Background: an optimization exercise with open tools, aiming at small area and a short achievable clock period. Do not read the settings as production practice.
No run shown here included a check of the RTL's function; only the layout flow was run.
Power is estimated from default activity; no workload was simulated.

## flow/design.v (module list and top-level ports; edited modules follow where they fit)
// module logical: 14 lines
// module arithmetic: 147 lines
// module multiplier: 927 lines
// module ALU: 53 lines
module ALU(
input clk,
input [15:0] a, b,
input [3*8:0] op,
output [31:0] out
    );
  // ...
==> flow/flow/run.sh <==
#!/bin/bash
# Layout flow: the standard ORFS flow, with
#  - the generated multiplier and adder modules mapped gate for gate onto cells (flow/map_cells.py)
#    before synthesis, so Yosys keeps their adder structure as written;
#  - small port buffers and a timing-repair slack target.
set -euo pipefail
MARGIN=$(cat flow/margin.txt 2>/dev/null || echo 0)
BUF=$(cat flow/portbuf.txt 2>/dev/null || echo sky130_fd_sc_hd__buf_2)
python3 flow/map_cells.py design.v design_mapped.v > map_cells.log 2>&1
bash standard.sh "VERILOG_FILES=$PWD/design_mapped.v" "BUFFER_PORTS_ARGS=-buffer_cell $BUF" "SETUP_SLACK_MARGIN=$MARGIN" finish > standard.log 2>&1
==> flow/flow/map_cells.py <==
#!/usr/bin/env python3
"""Maps the generated modules of design.v (multiplier, arithmetic) gate for gate onto sky130
cells before synthesis. In those modules each gate is one assign driving a net named KIND_N
(KIND_N_s / KIND_N_c for the sum and carry of an adder); KIND names the cell. Other lines are
kept; the multiplier's product register becomes dfxtp cells named as Yosys names them.
usage: map_cells.py design.v out.v"""
import re, sys

CELL = {
    'inv': ('inv_1', ['A'], ['Y']),
    'nand2': ('nand2_1', ['A', 'B'], ['Y']),
    'nor2': ('nor2_1', ['A', 'B'], ['Y']),
    'fa': ('fa_1', ['A', 'B', 'CIN'], ['SUM', 'COUT']),
    'ha': ('ha_1', ['A', 'B'], ['SUM', 'COUT']),
    'xor2': ('xor2_1', ['A', 'B'], ['X']),
    'xnor2': ('xnor2_1', ['A', 'B'], ['Y']),
    'a21oi': ('a21oi_1', ['A1', 'A2', 'B1'], ['Y']),
    'o21ai': ('o21ai_0', ['A1', 'A2', 'B1'], ['Y']),
}
IDENT = r'[A-Za-z_][A-Za-z0-9_]*(?:\s*\[\s*\d+\s*\])?'
GATE = re.compile(r'\s*assign\s+((' + '|'.join(CELL) + r')_(\d+)(?:_([sc]))?)\s*=\s*([^;]*);\s*$')


def map_module(mod):
    gates = {}
    out = []
    for line in mod.split('\n'):
        m = GATE.match(line)
        if not m:
            out.append(line)
            continue
        lhs, kind, idx, part, rhs = m.groups()
        ins = []
        for t in re.findall(IDENT, rhs):
            t = re.sub(r'\s+', '', t)
            if t not in ins:
                ins.append(t)
        e = gates.get(idx)
        if e is None:
            e = gates[idx] = {'kind': kind, 'ins': None, 'outs': {}, 'pos': len(out)}
            out.append(None)
        if part in (None, 's'):
            e['ins'] = ins
        e['outs'][part] = lhs
    for idx, e in gates.items():
        cell, ip, op = CELL[e['kind']]
        assert len(e['ins']) == len(ip), (idx, e)
        outs = [e['outs'][None]] if None in e['outs'] else [e['outs']['s'], e['outs']['c']]
        pins = [f'.{p}({s})' for p, s in zip(ip, e['ins'])] + \
               [f'.{p}({s})' for p, s in zip(op, outs)]
        out[e['pos']] = f'sky130_fd_sc_hd__{cell} g{idx} (' + ', '.join(pins) + ');'
    text = '\n'.join(out)
    m = re.search(r'always\s*@\s*\(\s*posedge\s+clk\s*\)\s*C\s*<=\s*prod\s*;', text)
    if m:
        regs = '\n'.join(f'sky130_fd_sc_hd__dfxtp_1 \\C[{c}]$_DFF_P_  (.CLK(clk), .D(prod[{c}]), .Q(C[{c}]));'
                         for c in range(32))
        text = text[:m.start()] + regs + text[m.end():]
        text = re.sub(r'output\s+reg\s+\[31:0\]\s*C', 'output [31:0] C', text)
    return text, len(gates)


src = open(sys.argv[1]).read()
total = 0
for name in ('multiplier', 'arithmetic'):
    m = re.search(r'module\s+' + name + r'\s*\(.*?\bendmodule\b', src, re.S)
    if m:
        text, n = map_module(m.group(0))
        src = src[:m.start()] + text + src[m.end():]
        total += n
open(sys.argv[2], 'w').write(src)
print(f'mapped {total} gates', file=sys.stderr)
==> flow/flow/margin.txt <==
15
==> flow/standard.sh <==
#!/bin/bash
# synth_recipe.tcl (not shown) runs the flow's synth.tcl, then flattens the netlist and writes it again
# the make line also repeats each setting of config.mk as NAME=value (left out here)
make -C /OpenROAD-flow-scripts/flow DESIGN_CONFIG=/design/flow/config.mk WORK_HOME=/design/flow/orfs CLKGATE_MAP_FILE= SYNTH_SCRIPT=/design/flow/synth_recipe.tcl "${@:-finish}"
==> flow/config.mk <==
export PLATFORM = sky130hd
export DESIGN_NAME = ALU
export DESIGN_NICKNAME = ALU
export VERILOG_FILES = /design/flow/design.v
export SDC_FILE = /design/flow/constraint.sdc
export NUM_CORES = 4
export LEC_CHECK = 0
export CAP_MARGIN = 20
export CORE_MARGIN = 2
export CORE_UTILIZATION = 40
export SLEW_MARGIN = 20
==> flow/constraint.sdc <==
create_clock -name core_clock -period 28.0 [get_ports {clk}]
set_input_delay 5.6000 -clock core_clock [delete_from_list [all_inputs] [get_ports {clk}]]
set_output_delay 5.6000 -clock core_clock [all_outputs]
set_load 0.01 [all_outputs]
==> reports/results.tsv, run 1 <==
metric	value	unit
status	finished clean	
Commonest cells post-synth	nor2_1, fa_1, inv_1, ha_1	
Post-route DRC	0	
fraction of area in multi-input gates	78.8	%
Data required, critical path	22.40	ns
Final period util	49.3	%
register bank with the most flops	M.C	
DR vias	8647	
register share of total power	24.0	%
Net Switching	73.6	uW
first-pass GRT wire length	49700	um
Largest regs	M.C (32)	
CP Capture Type	primary output	
cts hold-fix bufs	0	
layer carrying the most global-route usage	met2	
core box area	22600	um2
RSZ-0062 raised after global routing	true	
commonest non-fill, non-tap cells in the layout	nor2_1, fa_1, buf_2	
M1 wire length	12500	um
Final Cell Area	11200	um2
DP Wirelength	21500	um
met3 Use GR	4.54	%
hold crit path type	input port to flip-flop	
comb pwr	82.8	uW
Top Layer Used	met4	
die area	24200	um2
Min-Delay Startpoint	b[0]	
Buf+Inv Stages, Crit Path	6	
critical path startpoint category	input port	
Place WS	13.23	ns
remaining antenna violation count	0	
==> run 2: changes to the inputs <==
==> flow/flow/margin.txt (replaced) <==
14
==> reports/results.tsv, run 2 <==
metric	value	unit	change
status	finished clean		unchanged
utilization after layout	47.5	%	was 49.4%
Synth area leader	fa_1		unchanged
Final GP Congestion	0.922		was 0.905
Min-Delay Startpoint	b[15]		was b[0]
syn_area_per_cell	9.08	um2	unchanged
Leak	5.81	nW	was 6.09 nW
Final period util	49.9	%	was 49.3%
Clock Sinks	32		unchanged
mux contribution to synthesized area	0.109	%	unchanged
Iter 0 DRT Violations	801		was 694
peak supply drop	0.0000178	V	was 0.0000182 V
clock-pin slew reported for the worst setup and hold paths after clock tree synthesis	0.06	ns	about the same
core box area	22600	um2	unchanged
Mapped Area	9180	um2	unchanged
main combinational cell family by area after synthesis	adder cells		unchanged
Buf+Inv Stages, Crit Path	6		unchanged
drt wl/cell	21.3	um	was 21.9 um
cell with the most instances after synthesis	nor2_1		unchanged
die area	24200	um2	unchanged
synthesized net count	1325		unchanged
GRT Util Overall	25.0	%	was 26.5%
CTS tree	done		unchanged
gr ovfl total	0		unchanged
simple-gate share of the synthesized area	19.6	%	unchanged
clock buffer depth	2		unchanged
crit-path max FO	7		was 8
synth unique cells	52		unchanged
max reg flops	32		unchanged
post-layout min period	13.98	ns	was 13.80 ns
Die Width	156	um	unchanged
Top FF cell, synth	dfxtp_1		unchanged
crit-path cells	buf_4, inv_2, a21oi_4, buf_12, xor2_2, ha_4, a21oi_2, o21ai_4, a21oi_4, buf_6, inv_1, a21oi_1, xnor2_1, a22oi_1, o221ai_1, a211o_1, buf_2		was buf_12, inv_6, a21oi_4, buf_12, buf_4, xor2_1, ha_2, nand2_1, nor2_4, nand2_1, o21ai_4, a21oi_2, inv_2, or2_4, o221ai_1, a221o_1, buf_2
asr flop ratio synth	0	%	unchanged
final count of negative-setup-slack endpoints	0		unchanged
slowest cell on the critical path	a211o_1		was ha_2
DP Wirelength	21100	um	was 21500 um
MaxCap Viol Count	0		unchanged
hold crit path type	input port to flip-flop		unchanged
vias in the first global route	8572		was 9256
DR vias	8321		was 8647
# IOs	90		unchanged
synth warn	0		unchanged
CP startpoint	op[0]		unchanged
Initial Utilization	40.7	%	unchanged
drt total wl	29900	um	was 31300 um
antenna cells	0		unchanged
CP Capture Type	primary output		unchanged
Most Frequent Cell on Critical Path	a21oi_4		
Final WS setup	14.02	ns	was 14.20 ns
post-synthesis xor/xnor area fraction	6.10	%	unchanged
initial antenna violation count	0		unchanged
std cell rows	55		unchanged
largest net degree at the start of global routing	32		was 21
Avg Vias per Cell	5.94		was 6.04
Place WS	13.21	ns	was 13.23 ns
Largest regs	M.C (32)		unchanged
number of CTS-inserted buffers	5		unchanged
Cells after Synth	1011		unchanged
H-tree depth	2		unchanged
post-synth top area share	43.2	%	unchanged
first-pass GRT wire length	47100	um	was 49700 um
remaining antenna violation count	0		unchanged
Synth area leaders	fa_1, nor2_1, ha_1, dfxtp_1, xor2_1		unchanged
sequential area share after synthesis	6.98	%	unchanged
Port Buffers	89		unchanged
cell family with most CP delay	compound AO/OA/AOI/OAI gates		unchanged
Worst path max stage delay	0.29	ns	was 0.39 ns
Final Hold Fails	0		unchanged
commonest non-fill, non-tap cells in the layout	nor2_1, fa_1, buf_2		unchanged
Commonest cells post-synth	nor2_1, fa_1, inv_1, ha_1		unchanged
RSZ-0062 raised after global routing	false		was true
Pwr Total	185	uW	was 190 uW
non-filler cells, final	1402		was 1431
Slew @ Worst Pin	0.875	ns	was 0.901 ns
layout net count	1431		was 1460
critical path startpoint category	input port		unchanged
number of synthesized flops with an enable pin	0		unchanged
Synth Area in Compound Gates	12.8	%	unchanged
Crit path arrival time	8.38	ns	was 8.20 ns
CP Class	input port to primary output		unchanged
setup_tns	0	ns	unchanged
TritonRoute pass-1 iters	6		was 5
Post-route DRC	0		unchanged
share of cells above drive strength 1	17.5	%	was 22.4%
area added between synthesis and finish	16.7	%	was 21.4%
Placed Cells incl. Taps	1375		was 1376
Max Slew Vio Count	0		unchanged
clock root buffer	clkbuf_16		unchanged
Max Fclk	71.5	MHz	was 72.5 MHz
commonest non-fill, non-tap cell in the layout	nor2_1		unchanged
max_slew headroom	41.6	%	was 39.8%
Data required, critical path	22.40	ns	about the same
#FFs+latches synth	32		unchanged
register bank with the most flops	M.C		unchanged
Synth Area in Adders	51.1	%	unchanged
Die Span Y	156	um	unchanged
power per cell area	17.2	nW/um2	was 17.0 nW/um2
[run 2: changes by cell type in the layout (fill, tap and decap cells not counted), moves of 6 or more]
| cell | delta |
|---|---|
| o221ai_1 | +9 |
| buf_6 | -6 |
| buf_4 | -22 |
| ha_1 | -6 |
| nand2_4 | -10 |
| and2_4 | -10 |
| and2_1 | +9 |
| o221ai_2 | -9 |
| nand2_1 | +6 |
[run 2: final timing paths]
kind | endpoint | slack, ns | cells past startpoint
max | out[8] | 14.02 | 17
min | M.C[31]$_DFF_P_ | 6.06 | 7
[run 2: final cells by class]
cell class                 count  area, um2
fill                        2152      11900
multi-input combinational    904       8640
timing repair buffer         114        694
sequential                    32        641
tap                          285        357
inverter                      60        225
clock buffer                   7        153
[run 2: metrics by stage]
step | area, um2 | hold slack, ns
2_1_floorplan | 9220 | 5.90
3_3_place_gp | 9990 | 6.09
3_5_place_dp | 9990 | 6.10
4_1_cts | 10300 | 6.03
5_1_grt | 10700 | 6.11
6_report | 10700 | 6.06
[run 2: cell families (layout without fill, tap and decap cells)]
group,count (synthesis),in the layout
and+or+nand+nor,406,408
buffers and inverters,77,181
xor gates and xnor gates,64,64
muxes,1,1
adders and majority gates,256,256
DFF,32,32
AOI/OAI and AO/OA,175,175
[run 2: timing repair]
action,4_1_cts,5_1_grt
cloned,0,3
buffers inserted,6,11
resized for setup,11,76
pin swaps,3,24
setup endpoints to repair,35,38
hold endpoints to repair,0,0
hold buffers,0,0
[run 2: where the power goes]
group	leakage, nW	internal, mW	switching, mW	total (mW)
clock	0.0760	0.0374	0.0233	0.0607
sequential	0.258	0.0455	0.00000000341	0.0455
combinational	5.48	0.0312	0.0472	0.0784
[run 2: per-layer routing]
layer	GRT usage, %	vias up	part of all wire [%]
li1	-	3604	-
met1	34.4	4188	41
met2	40.9	455	48
met3	3.93	74	8.2
met4	7.30	0	2.5
met5	0	-	0
==> module logical, before the edit <==
module logical(
input [15:0] a, p, g,
input k_g, k_p, k_a, inv,
input shl, rol, shr, asr, ror,
output [15:0] x
    );
wire [15:0] f = ({16{k_g}} & g) | ({16{k_p}} & p) | ({16{k_a}} & a);
wire [15:0] bw = f ^ {16{inv}};
wire left = shl | rol;
wire right = shr | asr | ror;
wire [15:0] sl = {a[14:0], rol & a[15]};
wire [15:0] sr = {(asr & a[15]) | (ror & a[0]), a[15:1]};
assign x = bw | ({16{left}} & sl) | ({16{right}} & sr);
endmodule
==> module ALU, before the edit <==
module ALU(
input clk,
input [15:0] a, b,
input [3*8:0] op,
output [31:0] out
    );
wire [7:0] c0 = op[7:0], c1 = op[15:8], c2 = op[23:16];
wire z2  = (op[24:16] == 9'd0);          
wire z1  = z2 & (c1 == 8'd0);            
wire t3  = ~op[24];                      
wire is_mul  = z1 & (c0 == "*");
wire is_add  = z1 & (c0 == "+");
wire is_sub  = z1 & (c0 == "-");
wire is_not  = z1 & (c0 == "~");
wire is_or   = z1 & (c0 == "|");
wire is_and  = z1 & (c0 == "&");
wire is_xor  = z1 & (c0 == "^");
wire tl      = z2 & (c1 == "~");
wire is_nand = tl & (c0 == "&");
wire is_nor  = tl & (c0 == "|");
wire is_xnor = tl & (c0 == "^");
wire is_shl  = z2 & (c1 == "<") & (c0 == "<");
wire is_shr  = z2 & (c1 == ">") & (c0 == ">");
wire as_     = t3 & (c2 == "a") & (c1 == "s");
wire ro_     = t3 & (c2 == "r") & (c1 == "o");
wire is_asl  = as_ & (c0 == "l");
wire is_asr  = as_ & (c0 == "r");
wire is_rol  = ro_ & (c0 == "l");
wire is_ror  = ro_ & (c0 == "r");
wire is_cmp  = t3 & (c2 == "c") & (c1 == "m") & (c0 == "p");
wire sub = ~op[1] & (op[0] | ~op[2]);
wire [15:0] s, p, g;
wire co;
arithmetic AA1(.A(a), .B(b), .sub(sub), .S(s), .Cout(co), .p(p), .g(g));
wire lt = ~co;                           
wire ne = ~&p;                           
wire [15:0] zl;
logical L(.a(a), .p(p), .g(g),
  .k_g(is_and | is_or | is_nand | is_nor),
  .k_p(is_or | is_xor | is_nor | is_xnor),
  .k_a(is_not),
  .inv(is_not | is_nand | is_nor | is_xnor),
  .shl(is_shl | is_asl), .rol(is_rol),
  .shr(is_shr), .asr(is_asr), .ror(is_ror),
  .x(zl));
wire [31:0] m;
multiplier M(.clk(clk), .A1(a), .B1(b), .en(is_mul), .C(m));
wire as = is_add | is_sub;
assign out[15:0]  = zl | ({16{as}} & s) | ({16{is_mul}} & m[15:0])
                  | {{15{is_cmp & lt}}, is_cmp & ne};
assign out[16]    = (is_add & co) | (is_mul & m[16]);
assign out[31:17] = {15{is_mul}} & m[31:17];
endmodule
==> run 3: changes to the inputs <==
--- a/flow/design.v
+++ b/flow/design.v
@@ -1,15 +1,89 @@
-module logical(
-input [15:0] a, p, g,
-input k_g, k_p, k_a, inv,
-input shl, rol, shr, asr, ror,
-output [15:0] x
-    );
-wire [15:0] f = ({16{k_g}} & g) | ({16{k_p}} & p) | ({16{k_a}} & a);
-wire [15:0] bw = f ^ {16{inv}};
-wire left = shl | rol;
-wire right = shr | asr | ror;
-wire [15:0] sl = {a[14:0], rol & a[15]};
-wire [15:0] sr = {(asr & a[15]) | (ror & a[0]), a[15:1]};
-assign x = bw | ({16{left}} & sl) | ({16{right}} & sr);
+module logical(input [15:0] a, p, g, s, m, input k_g, k_p, k_a, inv, as, left, rol, right, asr, ror, mul, cmp, lt, ne, output [15:0] x);
+wire a222oi_20001, xor2_20002, a222oi_20003, a22oi_20004, nand3_20005, a222oi_20006, xor2_20007, a222oi_20008, a22oi_20009, nand3_20010, a222oi_20011, xor2_20012, a222oi_20013, a22oi_20014, nand3_20015, a222oi_20016;
+wire xor2_20017, a222oi_20018, a22oi_20019, nand3_20020, a222oi_20021, xor2_20022, a222oi_20023, a22oi_20024, nand3_20025, a222oi_20026, xor2_20027, a222oi_20028, a22oi_20029, nand3_20030, a222oi_20031, xor2_20032;
+wire a222oi_20033, a22oi_20034, nand3_20035, a222oi_20036, xor2_20037, a222oi_20038, a22oi_20039, nand3_20040, a222oi_20041, xor2_20042, a222oi_20043, a22oi_20044, nand3_20045, a222oi_20046, xor2_20047, a222oi_20048;
+wire a22oi_20049, nand3_20050, a222oi_20051, xor2_20052, a222oi_20053, a22oi_20054, nand3_20055, a222oi_20056, xor2_20057, a222oi_20058, a22oi_20059, nand3_20060, a222oi_20061, xor2_20062, a222oi_20063, a22oi_20064;
+wire nand3_20065, a222oi_20066, xor2_20067, a222oi_20068, a22oi_20069, nand3_20070, a222oi_20071, xor2_20072, a222oi_20073, a22oi_20074, nand3_20075, a222oi_20076, xor2_20077, a222oi_20078, a222oi_20079, nand3_20080;
+assign a222oi_20001 = ~((k_g & g[0]) | (k_p & p[0]) | (k_a & a[0]));
+assign xor2_20002 = a222oi_20001 ^ inv;
+assign a222oi_20003 = ~((as & s[0]) | (rol & a[15]) | (right & a[1]));
+assign a22oi_20004 = ~((mul & m[0]) | (cmp & ne));
+assign nand3_20005 = ~(a222oi_20003 & a22oi_20004 & xor2_20002);
+assign a222oi_20006 = ~((k_g & g[1]) | (k_p & p[1]) | (k_a & a[1]));
+assign xor2_20007 = a222oi_20006 ^ inv;
+assign a222oi_20008 = ~((as & s[1]) | (left & a[0]) | (right & a[2]));
+assign a22oi_20009 = ~((mul & m[1]) | (cmp & lt));
+assign nand3_20010 = ~(a222oi_20008 & a22oi_20009 & xor2_20007);
+assign a222oi_20011 = ~((k_g & g[2]) | (k_p & p[2]) | (k_a & a[2]));
+assign xor2_20012 = a222oi_20011 ^ inv;
+assign a222oi_20013 = ~((as & s[2]) | (left & a[1]) | (right & a[3]));
+assign a22oi_20014 = ~((mul & m[2]) | (cmp & lt));
+assign nand3_20015 = ~(a222oi_20013 & a22oi_20014 & xor2_20012);
+assign a222oi_20016 = ~((k_g & g[3]) | (k_p & p[3]) | (k_a & a[3]));
+assign xor2_20017 = a222oi_20016 ^ inv;
+assign a222oi_20018 = ~((as & s[3]) | (left & a[2]) | (right & a[4]));
+assign a22oi_20019 = ~((mul & m[3]) | (cmp & lt));
+assign nand3_20020 = ~(a222oi_20018 & a22oi_20019 & xor2_20017);
+assign a222oi_20021 = ~((k_g & g[4]) | (k_p & p[4]) | (k_a & a[4]));
+assign xor2_20022 = a222oi_20021 ^ inv;
+assign a222oi_20023 = ~((as & s[4]) | (left & a[3]) | (right & a[5]));
+assign a22oi_20024 = ~((mul & m[4]) | (cmp & lt));
+assign nand3_20025 = ~(a222oi_20023 & a22oi_20024 & xor2_20022);
+assign a222oi_20026 = ~((k_g & g[5]) | (k_p & p[5]) | (k_a & a[5]));
+assign xor2_20027 = a222oi_20026 ^ inv;
+assign a222oi_20028 = ~((as & s[5]) | (left & a[4]) | (right & a[6]));
+assign a22oi_20029 = ~((mul & m[5]) | (cmp & lt));
+assign nand3_20030 = ~(a222oi_20028 & a22oi_20029 & xor2_20027);
+assign a222oi_20031 = ~((k_g & g[6]) | (k_p & p[6]) | (k_a & a[6]));
+assign xor2_20032 = a222oi_20031 ^ inv;
+assign a222oi_20033 = ~((as & s[6]) | (left & a[5]) | (right & a[7]));
+assign a22oi_20034 = ~((mul & m[6]) | (cmp & lt));
+assign nand3_20035 = ~(a222oi_20033 & a22oi_20034 & xor2_20032);
+assign a222oi_20036 = ~((k_g & g[7]) | (k_p & p[7]) | (k_a & a[7]));
+assign xor2_20037 = a222oi_20036 ^ inv;
+assign a222oi_20038 = ~((as & s[7]) | (left & a[6]) | (right & a[8]));
+assign a22oi_20039 = ~((mul & m[7]) | (cmp & lt));
+assign nand3_20040 = ~(a222oi_20038 & a22oi_20039 & xor2_20037);
+assign a222oi_20041 = ~((k_g & g[8]) | (k_p & p[8]) | (k_a & a[8]));
+assign xor2_20042 = a222oi_20041 ^ inv;
+assign a222oi_20043 = ~((as & s[8]) | (left & a[7]) | (right & a[9]));
+assign a22oi_20044 = ~((mul & m[8]) | (cmp & lt));
+assign nand3_20045 = ~(a222oi_20043 & a22oi_20044 & xor2_20042);
+assign a222oi_20046 = ~((k_g & g[9]) | (k_p & p[9]) | (k_a & a[9]));
+assign xor2_20047 = a222oi_20046 ^ inv;
+assign a222oi_20048 = ~((as & s[9]) | (left & a[8]) | (right & a[10]));
+assign a22oi_20049 = ~((mul & m[9]) | (cmp & lt));
+assign nand3_20050 = ~(a222oi_20048 & a22oi_20049 & xor2_20047);
+assign a222oi_20051 = ~((k_g & g[10]) | (k_p & p[10]) | (k_a & a[10]));
+assign xor2_20052 = a222oi_20051 ^ inv;
+assign a222oi_20053 = ~((as & s[10]) | (left & a[9]) | (right & a[11]));
+assign a22oi_20054 = ~((mul & m[10]) | (cmp & lt));
+assign nand3_20055 = ~(a222oi_20053 & a22oi_20054 & xor2_20052);
+assign a222oi_20056 = ~((k_g & g[11]) | (k_p & p[11]) | (k_a & a[11]));
+assign xor2_20057 = a222oi_20056 ^ inv;
+assign a222oi_20058 = ~((as & s[11]) | (left & a[10]) | (right & a[12]));
+assign a22oi_20059 = ~((mul & m[11]) | (cmp & lt));
+assign nand3_20060 = ~(a222oi_20058 & a22oi_20059 & xor2_20057);
+assign a222oi_20061 = ~((k_g & g[12]) | (k_p & p[12]) | (k_a & a[12]));
+assign xor2_20062 = a222oi_20061 ^ inv;
+assign a222oi_20063 = ~((as & s[12]) | (left & a[11]) | (right & a[13]));
+assign a22oi_20064 = ~((mul & m[12]) | (cmp & lt));
+assign nand3_20065 = ~(a222oi_20063 & a22oi_20064 & xor2_20062);
+assign a222oi_20066 = ~((k_g & g[13]) | (k_p & p[13]) | (k_a & a[13]));
+assign xor2_20067 = a222oi_20066 ^ inv;
+assign a222oi_20068 = ~((as & s[13]) | (left & a[12]) | (right & a[14]));
+assign a22oi_20069 = ~((mul & m[13]) | (cmp & lt));
+assign nand3_20070 = ~(a222oi_20068 & a22oi_20069 & xor2_20067);
+assign a222oi_20071 = ~((k_g & g[14]) | (k_p & p[14]) | (k_a & a[14]));
+assign xor2_20072 = a222oi_20071 ^ inv;
+assign a222oi_20073 = ~((as & s[14]) | (left & a[13]) | (right & a[15]));
+assign a22oi_20074 = ~((mul & m[14]) | (cmp & lt));
+assign nand3_20075 = ~(a222oi_20073 & a22oi_20074 & xor2_20072);
+assign a222oi_20076 = ~((k_g & g[15]) | (k_p & p[15]) | (k_a & a[15]));
+assign xor2_20077 = a222oi_20076 ^ inv;
+assign a222oi_20078 = ~((as & s[15]) | (left & a[14]) | (asr & a[15]));
+assign a222oi_20079 = ~((mul & m[15]) | (cmp & lt) | (ror & a[0]));
+assign nand3_20080 = ~(a222oi_20078 & a222oi_20079 & xor2_20077);
+assign x = {nand3_20080, nand3_20075, nand3_20070, nand3_20065, nand3_20060, nand3_20055, nand3_20050, nand3_20045, nand3_20040, nand3_20035, nand3_20030, nand3_20025, nand3_20020, nand3_20015, nand3_20010, nand3_20005};
 endmodule
 module arithmetic(input [15:0] A, input [15:0] B, input sub, output [15:0] S, output Cout, output [15:0] p, output [15:0] g);
@@ -1123,18 +1197,17 @@
 wire lt = ~co;                           
 wire ne = ~&p;                           
-wire [15:0] zl;
-logical L(.a(a), .p(p), .g(g),
+wire [31:0] m;
+multiplier M(.clk(clk), .A1(a), .B1(b), .en(is_mul), .C(m));
+wire as = is_add | is_sub;
+logical L(.a(a), .p(p), .g(g), .s(s), .m(m[15:0]),
   .k_g(is_and | is_or | is_nand | is_nor),
   .k_p(is_or | is_xor | is_nor | is_xnor),
   .k_a(is_not),
   .inv(is_not | is_nand | is_nor | is_xnor),
-  .shl(is_shl | is_asl), .rol(is_rol),
-  .shr(is_shr), .asr(is_asr), .ror(is_ror),
-  .x(zl));
-wire [31:0] m;
-multiplier M(.clk(clk), .A1(a), .B1(b), .en(is_mul), .C(m));
-wire as = is_add | is_sub;
-assign out[15:0]  = zl | ({16{as}} & s) | ({16{is_mul}} & m[15:0])
-                  | {{15{is_cmp & lt}}, is_cmp & ne};
+  .as(as),
+  .left(is_shl | is_asl | is_rol), .rol(is_rol),
+  .right(is_shr | is_asr | is_ror), .asr(is_asr), .ror(is_ror),
+  .mul(is_mul), .cmp(is_cmp), .lt(lt), .ne(ne),
+  .x(out[15:0]));
 assign out[16]    = (is_add & co) | (is_mul & m[16]);
 assign out[31:17] = {15{is_mul}} & m[31:17];
--- a/flow/flow/map_cells.py
+++ b/flow/flow/map_cells.py
@@ -1,4 +1,4 @@
 #!/usr/bin/env python3
-"""Maps the generated modules of design.v (multiplier, arithmetic) gate for gate onto sky130
+"""Maps the generated modules of design.v (multiplier, arithmetic, logical) gate for gate onto sky130
 cells before synthesis. In those modules each gate is one assign driving a net named KIND_N
 (KIND_N_s / KIND_N_c for the sum and carry of an adder); KIND names the cell. Other lines are
@@ -17,4 +17,7 @@
     'a21oi': ('a21oi_1', ['A1', 'A2', 'B1'], ['Y']),
     'o21ai': ('o21ai_0', ['A1', 'A2', 'B1'], ['Y']),
+    'a222oi': ('a222oi_1', ['A1', 'A2', 'B1', 'B2', 'C1', 'C2'], ['Y']),
+    'a22oi': ('a22oi_1', ['A1', 'A2', 'B1', 'B2'], ['Y']),
+    'nand3': ('nand3_1', ['A', 'B', 'C'], ['Y']),
 }
 IDENT = r'[A-Za-z_][A-Za-z0-9_]*(?:\s*\[\s*\d+\s*\])?'
@@ -62,5 +65,5 @@
 src = open(sys.argv[1]).read()
 total = 0
-for name in ('multiplier', 'arithmetic'):
+for name in ('multiplier', 'arithmetic', 'logical'):
     m = re.search(r'module\s+' + name + r'\s*\(.*?\bendmodule\b', src, re.S)
     if m:
==> flow/flow/margin.txt (replaced) <==
0
==> reports/results.tsv, run 3 <==
metric	value	unit	change
Die Span Y	154	um	was 156 um
GRT Util Overall	24.2	%	was 25.0%
max reg flops	32		unchanged
CTS tree	done		unchanged
crit-path cells	buf_2, nor2b_1, nor2_2, buf_4, xor2_1, ha_1, a21oi_1, o21ai_0, a21oi_1, o21ai_0, a21oi_1, inv_1, inv_1, a22oi_1, nand3_1, buf_2		was buf_4, inv_2, a21oi_4, buf_12, xor2_2, ha_4, a21oi_2, o21ai_4, a21oi_4, buf_6, inv_1, a21oi_1, xnor2_1, a22oi_1, o221ai_1, a211o_1, buf_2
Post-CTS Setup Inserts	0		was 6
Largest regs	M.C (32)		unchanged
vias in the first global route	8352		was 8572
Slew @ Worst Pin	0.957	ns	was 0.875 ns
#FFs+latches synth	32		unchanged
synth warn	0		unchanged
drt wl/cell	20.7	um	was 21.3 um
Mapped Area	8960	um2	was 9180 um2
switching part of the total	36.4	%	was 38.2%
DR vias	7850		was 8321
Most Frequent Cell on Critical Path	a21oi_1		was a21oi_4
crit-path max FO	18		was 7
drt total wl	27600	um	was 29900 um
number of synthesized flops with an enable pin	0		unchanged
critical path startpoint category	input port		unchanged
Iter 0 DRT Violations	865		was 801
sequential area share after synthesis	7.15	%	was 6.98%
synthesized net count	1282		was 1325
max_slew headroom	36.0	%	was 41.6%
remaining antenna violation count	0		unchanged
CP Capture Type	primary output		unchanged
first-pass GRT wire length	45000	um	was 47100 um
cts hold-fix bufs	0		unchanged
clock root buffer	clkbuf_16		unchanged
number of CTS-inserted buffers	5		unchanged
cell family with most CP delay	compound AO/OA/AOI/OAI gates		unchanged
sequential cell area	641	um2	unchanged
Synth area leader	fa_1		unchanged
std cell rows	54		was 55
Worst path max stage delay	0.69	ns	was 0.29 ns
peak supply drop	0.0000189	V	was 0.0000178 V
Die Width	154	um	was 156 um
layout net count	1367		was 1431
Place WS	13.00	ns	was 13.21 ns
Clk network pwr share	39.9	%	was 32.9%
power per cell area	16.5	nW/um2	was 17.2 nW/um2
Pwr Total	163	uW	was 185 uW
Leak	5.42	nW	was 5.81 nW
Commonest cells post-synth	nor2_1, fa_1, ha_1, a21oi_1, xor2_1		was nor2_1, fa_1, inv_1, ha_1
Post-route DRC	0		unchanged
die area	23600	um2	was 24200 um2
slowest cell on the critical path	a21oi_1		was a211o_1
# IOs	90		unchanged
Final period util	53.6	%	was 49.9%
core box area	21900	um2	was 22600 um2
Synth area leaders	fa_1, nor2_1, ha_1, dfxtp_1, xor2_1		unchanged
setup_tns	0	ns	unchanged
cell with the most instances after synthesis	nor2_1		unchanged
Final Hold Fails	0		unchanged
TritonRoute pass-1 iters	10		was 6
commonest non-fill, non-tap cell in the layout	nor2_1		unchanged
Top FF cell, synth	dfxtp_1		unchanged
Crit path arrival time	9.40	ns	was 8.38 ns
Initial Utilization	40.9	%	was 40.7%
CP Class	input port to primary output		unchanged
Cells after Synth	968		was 1011
initial antenna violation count	3		was 0
Data required, critical path	22.40	ns	about the same
commonest non-fill, non-tap cells in the layout	nor2_1, fa_1, buf_2		unchanged
Comb power frac	32.2	%	was 42.5%
Int Power	104	uW	was 114 uW
status	finished clean		unchanged
MaxCap Viol Count	0		unchanged
Max Fclk	66.7	MHz	was 71.5 MHz
register share of total power	27.9	%	was 24.7%
Avg Vias per Cell	5.88		was 5.94
area added between synthesis and finish	10.2	%	was 16.7%
Net Switching	59.4	uW	was 70.5 uW
clock-pin slew reported for the worst setup and hold paths after clock tree synthesis	0.06	ns	about the same
Hold WS	5.84	ns	was 6.06 ns
Buf+Inv Stages, Crit Path	5		was 6
Clock Sinks	32		unchanged
final count of negative-setup-slack endpoints	0		unchanged
post-synth top area share	44.2	%	was 43.2%
RSZ-0062 raised after global routing	false		unchanged
largest net degree at the start of global routing	48		was 32
post-layout min period	15.00	ns	was 13.98 ns
Max Slew Vio Count	0		unchanged
Final WS setup	13.00	ns	was 14.02 ns
synth unique cells	42		was 52
register bank with the most flops	M.C		unchanged
post-CTS resize count	0		was 11
Final GP Congestion	0.873		was 0.922
share of cells above drive strength 1	10.9	%	was 17.5%
Multi-input gate area	8040	um2	was 8640 um2
gr ovfl total	0		unchanged
FILL cells	2155		was 2152
clock buffer depth	2		unchanged
DP Wirelength	20000	um	was 21100 um
hold crit path type	input port to flip-flop		unchanged
Port Buffers	89		unchanged
H-tree depth	2		unchanged
syn_area_per_cell	9.25	um2	was 9.08 um2
asr flop ratio synth	0	%	unchanged
==> run 3: layout make-up <==
class | count | area share [%]
clock buffers | 6 | 1.31
multi-input cells | 872 | 81.5
well taps | 280 | 3.55
diodes | 2 | 0.0507
inverters | 46 | 1.75
flip-flops and latches | 32 | 6.49
repair buffers | 96 | 5.04
clock inverters | 2 | 0.355
==> run 3: power groups by stage <==
| stage | sequential, mW | combinational, mW | clock, mW |
|---|---|---|---|
| 2_1_floorplan | 0.0465 | 0.0314 | 0 |
| 6_report | 0.0455 | 0.0525 | 0.0651 |
| 5_1_grt | 0.0455 | 0.0577 | 0.0679 |
| 3_3_place_gp | 0.0465 | 0.0507 | 0 |
| 4_1_cts | 0.0455 | 0.0513 | 0.0658 |
| 3_5_place_dp | 0.0465 | 0.0509 | 0 |
==> run 3: path summary, 6_finish.rpt <==
kind,start,end,slack [ns],cells past startpoint
worst max-delay path,op[2],out[10],13.00,16
worst min-delay path,b[0],M.C[0]$_DFF_P_,5.84,4
==> run 3: cells by family (layout without fill, tap and decap cells) <==
group | after synthesis | after routing | synth area share [%]
other cells | 0 | 2 | 0
compound gates | 133 | 133 | 9.83
flops | 32 | 32 | 7.15
buf+inv | 64 | 150 | 3.44
xor+xnor | 76 | 76 | 7.43
fa+ha+maj | 256 | 256 | 52.3
mux | 1 | 1 | 0.112
simple gates | 406 | 406 | 19.7
==> run 3: worst min-delay path: stages <==
cell and delay [ns]:
buf_2 0.11, nand2_1 0.05, buf_4 0.20, nor2_1 0.12
==> run 3: through the flow <==
step | instances | area [um2] | utilization [%]
after global routing | 1336 | 9870 | 45.1
after detailed placement | 1326 | 9690 | 44.3
final | 1336 | 9870 | 45.1
after CTS | 1334 | 9860 | 45.0
after global placement | 1326 | 9690 | 44.3
after floorplan | 968 | 8960 | -
==> run 3: metal layers <==
metal  GRT usage [%]  vias to the layer above  part of all wire [%]
met4            8.39                        2                   3.8
li1                -                     3422                     -
met3            3.92                       87                   7.9
met5               0                        -                 0.047
met1            32.8                     3940                    41
met2            39.5                      399                    47
==> run 4: changes to the inputs <==
==> flow/flow/margin.txt (replaced) <==
13
==> reports/results.tsv, run 4 <==
metric	value	unit	change
Port Buffers	89		unchanged
Avg Vias per Cell	5.86		was 5.88
cts hold-fix bufs	0		unchanged
# IOs	90		unchanged
peak supply drop	0.0000191	V	was 0.0000189 V
number of CTS-inserted buffers	5		unchanged
layout net count	1367		unchanged
largest net degree at the start of global routing	48		unchanged
number of synthesized flops with an enable pin	0		unchanged
clock buffer depth	2		unchanged
Slew @ Worst Pin	0.952	ns	was 0.957 ns
Clock Sinks	32		unchanged
CP Class	input port to primary output		unchanged
die area	23600	um2	unchanged
clock root buffer	clkbuf_16		unchanged
Top FF cell, synth	dfxtp_1		unchanged
post-synth top area share	44.2	%	unchanged
DP Wirelength	20000	um	unchanged
sequential area share after synthesis	7.15	%	unchanged
drt total wl	27600	um	about the same
synth unique cells	42		unchanged
initial antenna violation count	3		unchanged
max_slew headroom	36.4	%	was 36.0%
slowest cell on the critical path	a21oi_2		was a21oi_1
CP Capture Type	primary output		unchanged
Multi-input gate area	8050	um2	was 8040 um2
cell with the most instances after synthesis	nor2_1		unchanged
#FFs+latches synth	32		unchanged
Pwr Total	163	uW	about the same
H-tree depth	2		unchanged
Initial Utilization	40.9	%	unchanged
synthesized net count	1282		unchanged
crit-path max FO	18		unchanged
remaining antenna violation count	0		unchanged
Cells after Synth	968		unchanged
Final period util	52.3	%	was 53.6%
gr ovfl total	0		unchanged
CP startpoint	op[2]		unchanged
critical path startpoint category	input port		unchanged
Worst path max stage delay	0.44	ns	was 0.69 ns
status	finished clean		unchanged
hold crit path type	input port to flip-flop		unchanged
Die Width	154	um	unchanged
Post-route DRC	0		unchanged
Leak	5.42	nW	about the same
Data required, critical path	22.40	ns	about the same
commonest non-fill, non-tap cells in the layout	nor2_1, fa_1, buf_2		unchanged
max reg flops	32		unchanged
post-layout min period	14.64	ns	was 15.00 ns
power per cell area	16.5	nW/um2	about the same
final count of negative-setup-slack endpoints	0		unchanged
MaxCap Viol Count	0		unchanged
Max Slew Vio Count	0		unchanged
crit-path cells	buf_2, nor2b_1, nor2_2, buf_4, xor2_1, ha_1, a21oi_1, o21ai_1, a21oi_2, o21ai_0, a21oi_1, inv_1, inv_1, a22oi_1, nand3_1, buf_2		was buf_2, nor2b_1, nor2_2, buf_4, xor2_1, ha_1, a21oi_1, o21ai_0, a21oi_1, o21ai_0, a21oi_1, inv_1, inv_1, a22oi_1, nand3_1, buf_2
Final GP Congestion	0.873		unchanged
DR vias	7829		was 7850
first-pass GRT wire length	45000	um	unchanged
Max Fclk	68.3	MHz	was 66.7 MHz
FILL cells	2154		was 2155
Final Hold Fails	0		unchanged
Mapped Area	8960	um2	unchanged
syn_area_per_cell	9.25	um2	unchanged
drt wl/cell	20.6	um	was 20.7 um
RSZ-0062 raised after global routing	false		unchanged
std cell rows	54		unchanged
register bank with the most flops	M.C		unchanged
sequential cell area	641	um2	unchanged
Die Span Y	154	um	unchanged
TritonRoute pass-1 iters	9		was 10
area added between synthesis and finish	10.3	%	was 10.2%
core box area	21900	um2	unchanged
Hold WS	5.84	ns	about the same
crit path capture	out[10]		unchanged
asr flop ratio synth	0	%	unchanged
Commonest cells post-synth	nor2_1, fa_1, ha_1, a21oi_1, xor2_1		unchanged
GRT Util Overall	24.2	%	unchanged
share of cells above drive strength 1	11.0	%	was 10.9%
CTS tree	done		unchanged
synth warn	0		unchanged
Crit path arrival time	9.04	ns	was 9.40 ns
setup_tns	0	ns	unchanged
vias in the first global route	8352		unchanged
Largest regs	M.C (32)		unchanged
Synth area leaders	fa_1, nor2_1, ha_1, dfxtp_1, xor2_1		unchanged
Iter 0 DRT Violations	882		was 865
Synth area leader	fa_1		unchanged
clock-pin slew reported for the worst setup and hold paths after clock tree synthesis	0.06	ns	about the same
commonest non-fill, non-tap cell in the layout	nor2_1		unchanged
[run 4: cell counts after synthesis]
Identical to the previous run, type by type.
[run 4: area by class of cell]
cell class / count / share of cell area (%)
Clock inverter: 2 / 0.355
Clock buffer: 6 / 1.30
Sequential cell: 32 / 6.49
Antenna cell: 2 / 0.0507
Inverter: 46 / 1.75
Tap cell: 280 / 3.55
Multi-Input combinational cell: 872 / 81.5
Timing Repair Buffer: 96 / 5.04
[run 4: worst min path at each step]
stage	to	depth (start not counted)	slack [ns]	from
2_1_floorplan	M.C[0]$_DFF_P_	2	5.90	a[0]
3_3_place_gp	out[30]	2	6.09	M.C[30]$_DFF_P_
3_5_place_dp	out[30]	2	6.09	M.C[30]$_DFF_P_
4_1_cts	M.C[0]$_DFF_P_	4	5.84	b[0]
5_1_grt	M.C[0]$_DFF_P_	4	5.87	b[0]
6_report	M.C[0]$_DFF_P_	4	5.84	b[0]
[run 4: worst max-delay path: cells and delay by family]
kind                     cells  cell delay, ns
XOR/XNOR                     1            0.17
AND/OR/NAND/NOR              3            0.47
adder cells (fa/ha/maj)      1            0.35
buffers and inverters        5            1.00
AO/OA/AOI/OAI                6            1.44
[run 4: timing repair]
item | 4_1_cts | 5_1_grt
buffers inserted | 0 | 0
gates resized for setup | 0 | 2
endpoints found under the setup margin | 0 | 15
[run 4: through the flow]
step | util [%] | setup WS (ns) | instances | cell area [um2]
after floorplan | - | 13.08 | 968 | 8960
after global placement | 44.3 | 13.19 | 1326 | 9690
after detailed placement | 44.3 | 13.00 | 1326 | 9690
after CTS | 45.0 | 13.00 | 1334 | 9860
after global routing | 45.1 | 13.09 | 1336 | 9880
final | 45.1 | 13.36 | 1336 | 9880
[run 4: layer usage]
layer	global-route usage [%]	part of all wire, %
met5	0	0.047
met2	39.5	47
met3	3.92	8.3
met1	32.8	41
met4	8.39	3.7
[run 4: kinds of logic (layout without fill, tap and decap cells)]
kind of cell,after synthesis,after routing,share of synthesized area (%)
compound gates,133,133,9.83
fa+ha+maj,256,256,52.3
mux,1,1,0.112
simple gates,406,406,19.7
buf+inv,64,150,3.44
flops,32,32,7.15
xor+xnor,76,76,7.43
other cells,0,2,0
[run 4: report_power, final]
part	internal, mW	switching [mW]	leakage (nW)
combinational	0.0163	0.0365	5.08
sequential	0.0455	0.00000000255	0.258
clock	0.0419	0.0231	0.0809
total	0.104	0.0596	5.42

==> separate check: timing with driven ports <==
No port has a modelled driver above. Below, the same layouts with a new extraction and two added sets of constraints. Step 1 assumes that a clkbuf_16 drives the clock port and a buf_2 every other input. Step 2 moves the port delays by t, midway between the first and last clock arrival at a register: inputs arrive t later, outputs are due t later. That takes back most of the time a late clock gives input paths. a / b / c = ideal / step 1 / step 2; a / b = the first two.
run | t (ns) | setup WS [ns] | latest minus earliest clock arrival (ns) | worst slew at a driven data input, ns
run 1 | 0.331 | 14.197 / 14.136 / 14.136 | 0.005 / 0.005 | 0.06
run 2 | 0.333 | 14.019 / 13.994 / 13.994 | 0.006 / 0.006 | 0.04
run 3 | 0.327 | 13.002 / 12.979 / 12.979 | 0.011 / 0.011 | 0.07
run 4 | 0.327 | 13.362 / 13.340 / 13.340 | 0.010 / 0.009 | 0.07
After both steps every run listed still meets setup and hold. For run 1, which loses most, drivers alone change the setup slack by -0.061 ns; drivers and shift together by -0.061 ns.
